From an optimization exercise on the open Yosys and OpenROAD flow, aimed at small area and a short achievable clock period; shortcuts taken in it are not production practice.
Only simulation tests tie the RTL to the original design; equivalence was not proved.
The flow treats the clock pin as an ideal source, which a real chip does not have.
Power is estimated from default activity; no workload was simulated.

== oak ==
==> flow/design.v (excerpt) <==
module cpu (
  input clk, rst,
  output [15:0] MeAaddr, Baddr,
  output [15:0] MeMemResult,
  output [1:0] MeMemControl,
  input [15:0] AmemRead, BmemRead,
  output [175:0] registerValue
);
Size in the first run: roughly 330 flip-flops, roughly 17,000 µm² of cells after synthesis.
clock: 10.5 ns
lec_check: 0
cap_margin: 20
core_margin: 2
core_utilization: 55
setup_slack_margin: 5
slew_margin: 20
synth_hierarchical: 1
standard.sh (not shown) runs the stock make flow with config.mk's settings and CLKGATE_MAP_FILE= SYNTH_SCRIPT=/design/flow/synth_recipe.tcl, a recipe that flattens the netlist after the stock synthesis.
==> flow/flow/run.sh <==
#!/bin/bash
# The standard layout with these changes to how it is made:
# - synthesis maps with an area-leaning ABC script (flow/abc_speed.script, put in
#   place of ORFS's in a copy of its scripts folder); everything else in synthesis
#   is ORFS's own, so the registers are the standard synthesis's;
# - the smallest buffer (buf_1) on the ports;
# - clock tree synthesis without dummy loads;
# - timing repair free to resize a cell into one of another footprint;
set -euo pipefail
export FLOW_FLOWDIR=$PWD/flow
rm -rf myscripts
cp -r "$FLOW_HOME/scripts" myscripts
cp flow/abc_speed.script myscripts/abc_speed.script
bash standard.sh "SCRIPTS_DIR=$PWD/myscripts" \
  "BUFFER_PORTS_ARGS=-buffer_cell sky130_fd_sc_hd__buf_1" \
  "CTS_ARGS=-sink_clustering_enable -repair_clock_nets -dont_use_dummy_load" \
  "MATCH_CELL_FOOTPRINT=0" \
  "POST_CTS_TCL=$PWD/flow/post_cts.tcl" finish > make.log 2>&1
Other scripts of this flow, unchanged in this note and not shown: flow/flow/abc_speed.script, flow/flow/post_cts.tcl, flow/flow/sizer.tcl
#### Input delta (pine over oak)
diff --git a/flow/flow/run.sh b/flow/flow/run.sh
--- a/flow/flow/run.sh
+++ b/flow/flow/run.sh
@@ -18 +18,2 @@
-  "POST_CTS_TCL=$PWD/flow/post_cts.tcl" finish > make.log 2>&1
+  "POST_CTS_TCL=$PWD/flow/post_cts.tcl" \
+  "POST_GLOBAL_ROUTE_TCL=$PWD/flow/post_grt.tcl" finish > make.log 2>&1
==> flow/flow/post_grt.tcl (new file) <==
source $::env(FLOW_FLOWDIR)/sizer.tcl
set ::my_par_mode -global_routing
global_route -start_incremental
estimate_parasitics -global_routing
report_worst_slack -max
my_downsize
global_route -end_incremental -congestion_report_file $::env(REPORTS_DIR)/congestion_post_bench_downsize.rpt
estimate_parasitics -global_routing
report_worst_slack -max
write_guides $::env(RESULTS_DIR)/route.guide
[summary]
Re number of vias per cell: pine is 0.58% up on oak.
Row shortest period the worst path allows: pine higher / oak lower
For post-route clock period utilization, oak and pine come out practically identical.
Clock network contribution to total cell area of oak is on par with pine.
pine vs oak — portion of total power attributed to the clock network rose 0.2 points.
Relative to oak, vias after detailed routing has increased by 107 in pine.
Against oak, routed metal-1 wirelength in pine fell slightly.
pine vs. oak: detailed-routed wire length on met2 went down by about 0.7%.
Flip-flop and latch share of the layout cell area, pine and oak, lower one = oak.
Measured against each other, pine and oak differ in power, the lower figure coming from pine.

* * *

cpu, a different RTL version from the one above (not shown whole).
Size in the first run: roughly 2200 cells after synthesis, ~340 flip-flops, ~0.019 mm^2 of cells after synthesis.
clock: 10.5 ns
lec_check: 0
cap_margin: 20
core_margin: 2
core_utilization: 55
setup_slack_margin: 5
slew_margin: 20
synth_hierarchical: 1
==> flow/flow/run.sh <==
#!/bin/bash
# The standard layout, with the smallest buffer (buf_1) on the ports, and
# clock tree synthesis without dummy loads.
set -euo pipefail
bash standard.sh "BUFFER_PORTS_ARGS=-buffer_cell sky130_fd_sc_hd__buf_1" "CTS_ARGS=-sink_clustering_enable -repair_clock_nets -dont_use_dummy_load" finish > make.log 2>&1
The starting point passed the timing, DRC and antenna checks.
Next try:
Settings changed: CORE_UTILIZATION 55 to 45.
After rerunning:
- flip-flop and latch count is unchanged
- total power stays flat
- count of clock-buffer cells in the layout stays the same
- setup slack is better by 0.026 ns
- die area goes up by about a fifth
- synthesized cell count does not change
- final cell count goes up by a few percent
- area after synthesis stays the same

what the ideal ports hide:
The flow's constraints put no driver on any port. The routed layouts listed below were extracted and timed again, unchanged, in two steps.
Step 1 assumes that a clkbuf_16 drives the clock port and a buf_2 every other input.
Step 2 moves the port delays by t, midway between the first and last clock arrival at a register: inputs arrive t later, outputs are due t later. That takes back most of the time a late clock gives input paths.
a / b / c = ideal / step 1 / step 2; a / b = the first two.
| run | shift t [ns] | setup WS [ns] | latest minus earliest clock arrival (ns) | worst slew at a driven data input, ns | pins driven straight from the clock port |
|---|---|---|---|---|---|
| oak | 0.583 | 4.538 / 4.500 / 4.504 | 0.052 / 0.051 | 0.08 | 1 |
| pine | 0.583 | 4.527 / 4.489 / 4.215 | 0.053 / 0.052 | 0.08 | 1 |
| the first run of note 2 | 0.600 | 4.646 / 4.628 / 4.318 | 0.059 / 0.060 | 0.05 | 1 |
| the second run of note 2 | 0.609 | 4.672 / 4.637 / 4.246 | 0.054 / 0.055 | 0.04 | 1 |
After both steps every run listed still meets setup and hold. The setup slack of the second run of note 2, which loses most, moves by -0.035 ns with the drivers and by -0.426 ns with both steps.
